This is an optimization exercise on Yosys and OpenROAD, whose aim is small area and a short achievable clock period, not a production implementation.
Only simulation tests tie the RTL to the original design; equivalence was not proved.

== rev 12 ==
==> flow/design.v <==
module UART_TRANSMITTER (
	input clock_i, reset_n_i, data_write_i,
	input [7:0] data_i,
	input [5:0] data_buffer_full_thres_i,
	input [1:0] baudrate_select_i,
	output data_buffer_full_o,
	output uart_tx_o
);
reg [7:0] num;
reg w;
always @(*)
	case (baudrate_select_i)
		2'd0: w = num[4];
		2'd1: w = num[5];
		2'd2: w = num[6];
		default: w = num[7];
	endcase
always @(posedge clock_i)
	num <= reset_n_i ? (w ? 8'd0 : num + 8'd1) : 8'd0;
wire tick = reset_n_i & w;
reg [3:0] ph;
reg [5:0] cnt;
wire nonempty = cnt != 6'd0;
wire done = tick & (ph == 4'd11);
wire [5:0] match;
wire [1:0] miss;
genvar i;
generate
	for (i = 0; i < 6; i = i + 1) begin : cmp
		G_XNOR2 x (.a(cnt[i]), .b(data_buffer_full_thres_i[i]), .y(match[i]));
	end
endgenerate
G_NAND3 n0 (.a(match[0]), .b(match[1]), .c(match[2]), .y(miss[0]));
G_NAND3 n1 (.a(match[3]), .b(match[4]), .c(match[5]), .y(miss[1]));
G_NOR2 n2 (.a(miss[0]), .b(miss[1]), .y(data_buffer_full_o));
wire full = cnt == data_buffer_full_thres_i;
wire wr = data_write_i & ~full;
wire [5:0] cnt_up = done ? cnt : cnt + 6'd1;
wire [5:0] cnt_kp = done ? cnt - 6'd1 : cnt;
always @(posedge clock_i)
	cnt <= reset_n_i ? (wr ? cnt_up : cnt_kp) : 6'd0;
always @(posedge clock_i)
	if (!reset_n_i)
		ph <= 4'd0;
	else if (tick)
		ph <= (ph == 4'd0) ? {3'd0, nonempty} : (ph == 4'd11) ? 4'd0 : ph + 4'd1;
reg [255:0] R;             
reg [4:0] sw, sr;          
reg cm;                    
reg hc;                    
reg [7:0] D1;              
reg v1;                    
wire [4:0] sw1 = sw + 5'd1;
wire [3:0] E = sw1[4:1];   
wire ins = (wr & ~sw[0]) | v1;
wire [7:0] idata = v1 ? D1 : data_i;
wire [7:0] nidata = ~idata;
wire hclr = (ph >= 4'd9) & ~hc & (sr == 5'd0);
wire clr = ~reset_n_i | hclr | (cm & (sr != 5'd0));
wire [7:0] tapa = ~R[255:248];    
wire [7:0] tapb = ~R[127:120];    
always @(posedge clock_i) begin
	D1 <= data_i;
	v1 <= wr & sw[0];
end
always @(posedge clock_i)
	if (!reset_n_i) begin
		sw <= 5'd1;
		sr <= 5'd1;
		cm <= 1'b1;
		hc <= 1'b0;
	end else begin
		sw <= wr ? sw : sw1;
		sr <= hclr ? sr : sr + 5'd1;
		cm <= cm & (sr != 5'd0);
		hc <= done ? 1'b0 : (hc | hclr);
	end
reg nb, par, txq;
wire [2:0] k = ph[2:0] - 3'd1;    
always @(posedge clock_i)
	if (sr[3:0] == 4'd0)
		nb <= sr[4] ? tapb[k] : tapa[k];
always @(posedge clock_i)
	if (tick & (ph >= 4'd1) & (ph <= 4'd8))
		par <= (ph == 4'd1 ? 1'b0 : par) ^ nb;
always @(posedge clock_i)
	if (!reset_n_i)
		txq <= 1'b1;
	else if (tick)
		txq <= (ph == 4'd0) ? ~nonempty :
		       (ph <= 4'd8) ? nb :
		       (ph == 4'd9) ? par : 1'b1;
assign uart_tx_o = txq;
genvar m;
generate
	for (m = 0; m < 16; m = m + 1) begin : stage
		wire sel = ins & (E == m);
		if (m == 0) begin : tap
			always @(posedge clock_i)
				R[7:0] <= (tapa & {8{~clr}}) | ({8{sel & reset_n_i}} & idata);
		end else if (m % 2 == 1) begin : inv
			wire [7:0] d;
			RING_AOI g (.a(R[16*m-8 +: 8]), .d(idata), .s(sel), .y(d));
			always @(posedge clock_i)
				R[16*m +: 8] <= d;
		end else begin : noninv
			wire [7:0] d;
			RING_OAI g (.a(R[16*m-8 +: 8]), .nd(nidata), .ns(~sel), .y(d));
			always @(posedge clock_i)
				R[16*m +: 8] <= d;
		end
		always @(posedge clock_i)
			R[16*m+8 +: 8] <= R[16*m +: 8];
	end
endgenerate
endmodule
module RING_AOI (
	input [7:0] a, d,
	input s,
	output [7:0] y
);
assign y = ~(a | ({8{s}} & d));
endmodule
module RING_OAI (
	input [7:0] a, nd,
	input ns,
	output [7:0] y
);
assign y = ~(a & ({8{ns}} | nd));
endmodule
module G_XNOR2 (input a, b, output y);
assign y = ~(a ^ b);
endmodule
module G_NAND3 (input a, b, c, output y);
assign y = ~(a & b & c);
endmodule
module G_NOR2 (input a, b, output y);
assign y = ~(a | b);
endmodule
Settings: LEC_CHECK=0, CAP_MARGIN=20, CORE_MARGIN=2, CORE_UTILIZATION=60, CTS_CLUSTER_DIAMETER=100, CTS_CLUSTER_SIZE=30, SETUP_SLACK_MARGIN=3.2, SLEW_MARGIN=20, SYNTH_HIERARCHICAL=1, SYNTH_MINIMUM_KEEP_SIZE=0; clock period 6.0 ns.
standard.sh (not shown) runs the stock make flow with config.mk's settings and CLKGATE_MAP_FILE= SYNTH_SCRIPT=/design/flow/synth_recipe.tcl, a recipe that flattens the netlist after the stock synthesis.
==> flow/flow/run.sh <==
#!/bin/bash
# The standard layout, with the ports buffered by plain buffers instead of
# ORFS's default choice (a delay cell that repair cannot resize out of its
# footprint). Everything else is the standard.sh unchanged.
set -euo pipefail
export BUFFER_PORTS_ARGS="-buffer_cell sky130_fd_sc_hd__buf_2"
bash standard.sh > standard.log 2>&1
--- input diff rev 12..rev 13 ---
==> flow/design.v, changed modules only <==
module UART_TRANSMITTER (
	input clock_i, reset_n_i, data_write_i,
	input [7:0] data_i,
	input [5:0] data_buffer_full_thres_i,
	input [1:0] baudrate_select_i,
	output data_buffer_full_o,
	output uart_tx_o
);
reg [7:0] num;
reg w;
always @(*)
	case (baudrate_select_i)
		2'd0: w = num[4];
		2'd1: w = num[5];
		2'd2: w = num[6];
		default: w = num[7];
	endcase
always @(posedge clock_i)
	num <= reset_n_i ? (w ? 8'd0 : num + 8'd1) : 8'd0;
wire tick = reset_n_i & w;
localparam IDLE = 4'd3, START = 4'd8, PARITY = 4'd1, STOP = 4'd2;
reg [3:0] ph;
reg [5:0] cnt;
wire nonempty = cnt != 6'd0;
wire done = tick & (ph == STOP);
wire [5:0] match, x1;
wire [1:0] miss;
genvar i;
generate
	for (i = 0; i < 6; i = i + 1) begin : cmp
		G_NAND2 p (.a(data_buffer_full_thres_i[i]), .b(cnt[i]), .y(x1[i]));
		G_O21AI m (.a1(data_buffer_full_thres_i[i]), .a2(cnt[i]), .b1(x1[i]), .y(match[i]));
	end
endgenerate
G_NAND3 n0 (.a(match[0]), .b(match[1]), .c(match[2]), .y(miss[0]));
G_NAND3 n1 (.a(match[3]), .b(match[4]), .c(match[5]), .y(miss[1]));
G_NOR2 n2 (.a(miss[0]), .b(miss[1]), .y(data_buffer_full_o));
wire full = cnt == data_buffer_full_thres_i;
wire wr = data_write_i & ~full;
wire [5:0] cnt_up = done ? cnt : cnt + 6'd1;
wire [5:0] cnt_kp = done ? cnt - 6'd1 : cnt;
always @(posedge clock_i)
	cnt <= reset_n_i ? (wr ? cnt_up : cnt_kp) : 6'd0;
always @(posedge clock_i)
	if (!reset_n_i)
		ph <= IDLE;
	else if (tick & (ph != IDLE | nonempty))
		ph <= (ph == IDLE) ? START : ph + 4'd1;
reg [255:0] R;             
reg [4:0] sw, sr;          
reg cm;                    
reg hc;                    
reg [7:0] D1;              
reg v1;                    
wire [4:0] sw1 = sw + 5'd1;
wire [3:0] E = sw1[4:1];   
wire ins = (wr & ~sw[0]) | v1;
wire [7:0] nidata;
G_MUX2I8 dmux (.a(data_i), .b(D1), .s(v1), .y(nidata));
wire [7:0] idata = ~nidata;
wire hclr = (ph[3:2] == 2'd0) & (ph != IDLE) & ~hc & (sr == 5'd0);
wire clr = ~reset_n_i | hclr | (cm & (sr != 5'd0));
wire [7:0] tapa = ~R[255:248];    
wire [7:0] tapb = ~R[127:120];    
always @(posedge clock_i) begin
	D1 <= data_i;
	v1 <= wr & sw[0];
end
always @(posedge clock_i)
	if (!reset_n_i) begin
		sw <= 5'd1;
		sr <= 5'd1;
		cm <= 1'b1;
		hc <= 1'b0;
	end else begin
		sw <= wr ? sw : sw1;
		sr <= hclr ? sr : sr + 5'd1;
		cm <= cm & (sr != 5'd0);
		hc <= done ? 1'b0 : (hc | hclr);
	end
reg nb, par, txq;
wire [2:0] k = ph[2:0];    
always @(posedge clock_i)
	if (sr[3:0] == 4'd0)
		nb <= sr[4] ? tapb[k] : tapa[k];
always @(posedge clock_i)
	if (tick & ph[3])
		par <= (ph == START ? 1'b0 : par) ^ nb;
always @(posedge clock_i)
	if (!reset_n_i)
		txq <= 1'b1;
	else if (tick)
		txq <= (ph == IDLE) ? ~nonempty :
		       ph[3] ? nb :
		       (ph == 4'd0) ? par : 1'b1;
assign uart_tx_o = txq;
genvar m;
generate
	for (m = 0; m < 16; m = m + 1) begin : stage
		wire sel = ins & (E == m);
		if (m == 0) begin : tap
			always @(posedge clock_i)
				R[7:0] <= (tapa & {8{~clr}}) | ({8{sel & reset_n_i}} & idata);
		end else if (m % 2 == 1) begin : inv
			wire [7:0] d;
			RING_AOI g (.a(R[16*m-8 +: 8]), .d(idata), .s(sel), .y(d));
			always @(posedge clock_i)
				R[16*m +: 8] <= d;
		end else begin : noninv
			wire [7:0] d;
			RING_OAI g (.a(R[16*m-8 +: 8]), .nd(nidata), .ns(~sel), .y(d));
			always @(posedge clock_i)
				R[16*m +: 8] <= d;
		end
		always @(posedge clock_i)
			R[16*m+8 +: 8] <= R[16*m +: 8];
	end
endgenerate
endmodule
module G_O21AI (input a1, a2, b1, output y);
assign y = ~((a1 | a2) & b1);
endmodule
module G_NAND2 (input a, b, output y);
assign y = ~(a & b);
endmodule
module G_MUX2I8 (input [7:0] a, b, input s, output [7:0] y);
assign y = ~(s ? b : a);
endmodule
// module G_XNOR2 removed
==> run notes <==
In the final design statistics, rev 13 uses fewer standard cells in total than rev 12. The synthesized cell count was comparable across rev 12 and rev 13. Final routed wirelength across all metal layers in rev 13 is about 0.6% lower than in rev 12. [compare] base=rev 12 new=rev 13: share of the final layout cell area in sequential cells grew by 0.36 points, area overhead of the layout relative to synthesis shrank by 0.84 points, via count normalized by instance count picked up an extra 2.9%, first-pass GRT wire length neither gained nor lost much. Measured against each other, rev 12 and rev 13 differ in worst-case setup margin in the final layout, the lower figure coming from rev 12. In terms of synthesized area, rev 13 and rev 12 differ only marginally. Routed via count on rev 13 is behind rev 12.

==> re-timing with driven ports <==
Ports are ideal in the flow. The routed layouts listed here were re-timed in OpenROAD. Step 1 (the two cells are an assumption about what drives the block):
set clk [get_ports {clock_i}]
set_driving_cell -lib_cell sky130_fd_sc_hd__clkbuf_16 $clk
set_driving_cell -lib_cell sky130_fd_sc_hd__buf_2 [delete_from_list [all_inputs] $clk]
Step 2, shift: input delay + t, output delay - t, t = (earliest + latest rising clock arrival at the registers) / 2. This alone moves slack from input paths to output paths. a / b / c = ideal / step 1 / step 2; a / b = the first two.
run	shift t [ns]	slack for setup (ns)	worst setup path after step 2	worst slew at a driven data input, ns
rev 12	0.513	3.023 / 2.981 / 2.796	input to register	0.05
rev 13	0.510	3.058 / 3.004 / 2.597	input to register	0.05
After both steps setup and hold are still met in every run listed. For rev 13, which loses most, drivers alone change the setup slack by -0.054 ns; drivers and shift together by -0.461 ns.
